What follows belongs to an exercise in optimizing a design on an open flow for small area, a short achievable clock period and few clock cycles; a production flow would make more cautious choices. Function was checked by simulation only, so behaviour that the tests miss may differ from the original.

Setup of JK:
## scr1_pipe_ialu
module scr1_pipe_ialu (
    input   logic                           clk,
    input   logic                           rst_n,
    input   logic                           exu2ialu_rvm_cmd_vd_i,
    output  logic                           ialu2exu_rvm_res_rdy_o,
    input   logic [32-1:0]          exu2ialu_main_op1_i,
    input   logic [32-1:0]          exu2ialu_main_op2_i,
    input   logic [SCR1_IALU_CMD_WIDTH_E-1:0] exu2ialu_cmd_i,
    output  logic [32-1:0]          ialu2exu_main_res_o,
    output  logic                           ialu2exu_cmp_res_o,
    input   logic [32-1:0]          exu2ialu_addr_op1_i,
    input   logic [32-1:0]          exu2ialu_addr_op2_i,
    output  logic [32-1:0]          ialu2exu_addr_res_o
);
logic [31:0] op1, op2;
logic [4:0]  cmd;
assign op1 = exu2ialu_main_op1_i;
assign op2 = exu2ialu_main_op2_i;
assign cmd = exu2ialu_cmd_i;
assign ialu2exu_addr_res_o = exu2ialu_addr_op1_i + exu2ialu_addr_op2_i;
logic        sum_sub;
logic [32:0] sum_res;
logic        ltu, lt, eq;
assign sum_sub = cmd[3] | cmd[1] | cmd[0];
assign sum_res = {1'b0, op1} + {1'b0, op2 ^ {32{sum_sub}}} + {32'd0, sum_sub};
assign ltu     = ~sum_res[32];
assign lt      = ltu ^ op1[31] ^ op2[31];
assign eq      = (op1 == op2);
logic        shft_left;
logic [31:0] shft_in, shft_out, shft_rev;
assign shft_left = ~cmd[1] & ~cmd[0];    
always_comb begin
    for (int i = 0; i < 32; i++) begin
        shft_rev[i] = op1[31-i];
    end
end
assign shft_in  = shft_left ? shft_rev : op1;
assign shft_out = 32'($signed({(cmd == SCR1_IALU_CMD_SRA) & op1[31], shft_in}) >>> op2[4:0]);
logic [31:0] shl_res, shr_res;
always_comb begin
    for (int i = 0; i < 32; i++) begin
        shl_res[i] = shft_out[31-i];
    end
end
assign shr_res = shft_out;
logic cmd_mul, cmd_div, div_rem, div_sgn;
assign cmd_mul = (cmd == SCR1_IALU_CMD_MUL)  | (cmd == SCR1_IALU_CMD_MULHU)
               | (cmd == SCR1_IALU_CMD_MULHSU) | (cmd == SCR1_IALU_CMD_MULH);
  ...
For scale: ~5,800 cells after synthesis, ~140 flip-flops, ~200 I/O pins.
Settings: LEC_CHECK=0, ABC_AREA=1, CAP_MARGIN=20, CORE_MARGIN=2, CORE_UTILIZATION=55, SLEW_MARGIN=20; clock period 17.0 ns.
standard.sh (not shown) runs the stock make flow with config.mk's settings and CLKGATE_MAP_FILE= SYNTH_SCRIPT=/design/flow/synth_recipe.tcl, a recipe that flattens the netlist after the stock synthesis.
==> flow/flow/run.sh <==
#!/bin/bash
set -euo pipefail
PORTS="BUFFER_PORTS_ARGS=-buffer_cell sky130_fd_sc_hd__buf_4"
bash standard.sh SETUP_SLACK_MARGIN=6 "$PORTS" cts > standard_flow_cts.log 2>&1
bash standard.sh SETUP_SLACK_MARGIN=5 "$PORTS" finish > standard_flow_finish.log 2>&1
JK reached the end of the flow, and the finished layout is clean on the timing, DRC and antenna checks.
Testbench counts of JK, summed over its fixed seeds: cycles 20,636.
Setup changes, JK to MS
==> flow/flow/run.sh <==
#!/bin/bash
set -euo pipefail
PORTS="BUFFER_PORTS_ARGS=-buffer_cell sky130_fd_sc_hd__buf_4"
bash standard.sh SETUP_SLACK_MARGIN=6 "$PORTS" cts > standard_flow_cts.log 2>&1
bash standard.sh SETUP_SLACK_MARGIN=0 "$PORTS" finish > standard_flow_finish.log 2>&1
Results
Comparing JK against MS, there is no change at all in via total after detailed routing.
Re share of cells above drive strength 1: no difference whatsoever between MS and JK.
Diff JK..MS | sequential cell count | unchanged
MS -> JK: effective utilization at floorplan delta 0, exact match
Diff MS..JK | number of CTS-inserted buffers | unchanged
Data arrival at the endpoint of the critical path of MS is on par with JK.
Diff JK..MS | setup slack | unchanged

* * *

Starting RTL as in the previous note.
export LEC_CHECK = 0
export ABC_AREA = 1
export CAP_MARGIN = 20
export CORE_MARGIN = 2
export CORE_UTILIZATION = 55
export SLEW_MARGIN = 20
create_clock -name core_clock -period 17.0 [get_ports {clk}]
==> flow/flow/run.sh <==
#!/bin/bash
set -euo pipefail
bash standard.sh SETUP_SLACK_MARGIN=6 "BUFFER_PORTS_ARGS=-buffer_cell sky130_fd_sc_hd__buf_2" finish > standard_flow.log 2>&1
Testbench counts at the start, summed over its fixed seeds: cycles 20,636.
Rerun with:
==> flow/flow/run.sh (replaced) <==
#!/bin/bash
set -euo pipefail
PORTS="BUFFER_PORTS_ARGS=-buffer_cell sky130_fd_sc_hd__buf_2"
bash standard.sh SETUP_SLACK_MARGIN=6 "$PORTS" cts > standard_flow_cts.log 2>&1
bash standard.sh SETUP_SLACK_MARGIN=0 "$PORTS" finish > standard_flow_finish.log 2>&1
=>
- critical path depth goes up by 13
- clock-buffer cell count stays the same
- wire length goes down by 0.79%
- cell area goes down by 1.9%
- fmax goes down by 3.2%
- utilization goes down by 1.1 points
- setup slack loses 0.37 ns
- first-iteration DRC count goes up by about 7%

[static timing again, ports no longer ideal]
Ports are ideal in the flow. The routed layouts listed here were re-timed in OpenROAD.
Step 1 (the two cells are an assumption about what drives the block):
set clk [get_ports {clk}]
set_driving_cell -lib_cell sky130_fd_sc_hd__clkbuf_16 $clk
set_driving_cell -lib_cell sky130_fd_sc_hd__buf_2 [delete_from_list [all_inputs] $clk]
Step 2 times the ports against the registers' clock, not the clock port: input delays grow and output delays shrink by t, the midpoint of the rising clock arrivals with the driver on.
a / b / c = no drivers / after step 1 / after step 2; a / b = the first two.
run | t, ns | setup WS [ns] | clock arrival spread, ns | worst register clock-pin slew, ns | pins driven straight from the clock port
JK | 0.520 | 5.604 / 5.541 / 5.208 | 0.012 / 0.012 | 0.07 / 0.07 | 1
MS | 0.520 | 5.604 / 5.541 / 5.208 | 0.012 / 0.012 | 0.07 / 0.07 | 1
the first run of note 2 | 0.550 | 5.915 / 5.897 / 5.897 | 0.014 / 0.014 | 0.07 / 0.07 | 1
the second run of note 2 | 0.545 | 5.549 / 5.454 / 5.495 | 0.013 / 0.014 | 0.07 / 0.07 | 1
After both steps every run listed still meets setup and hold.
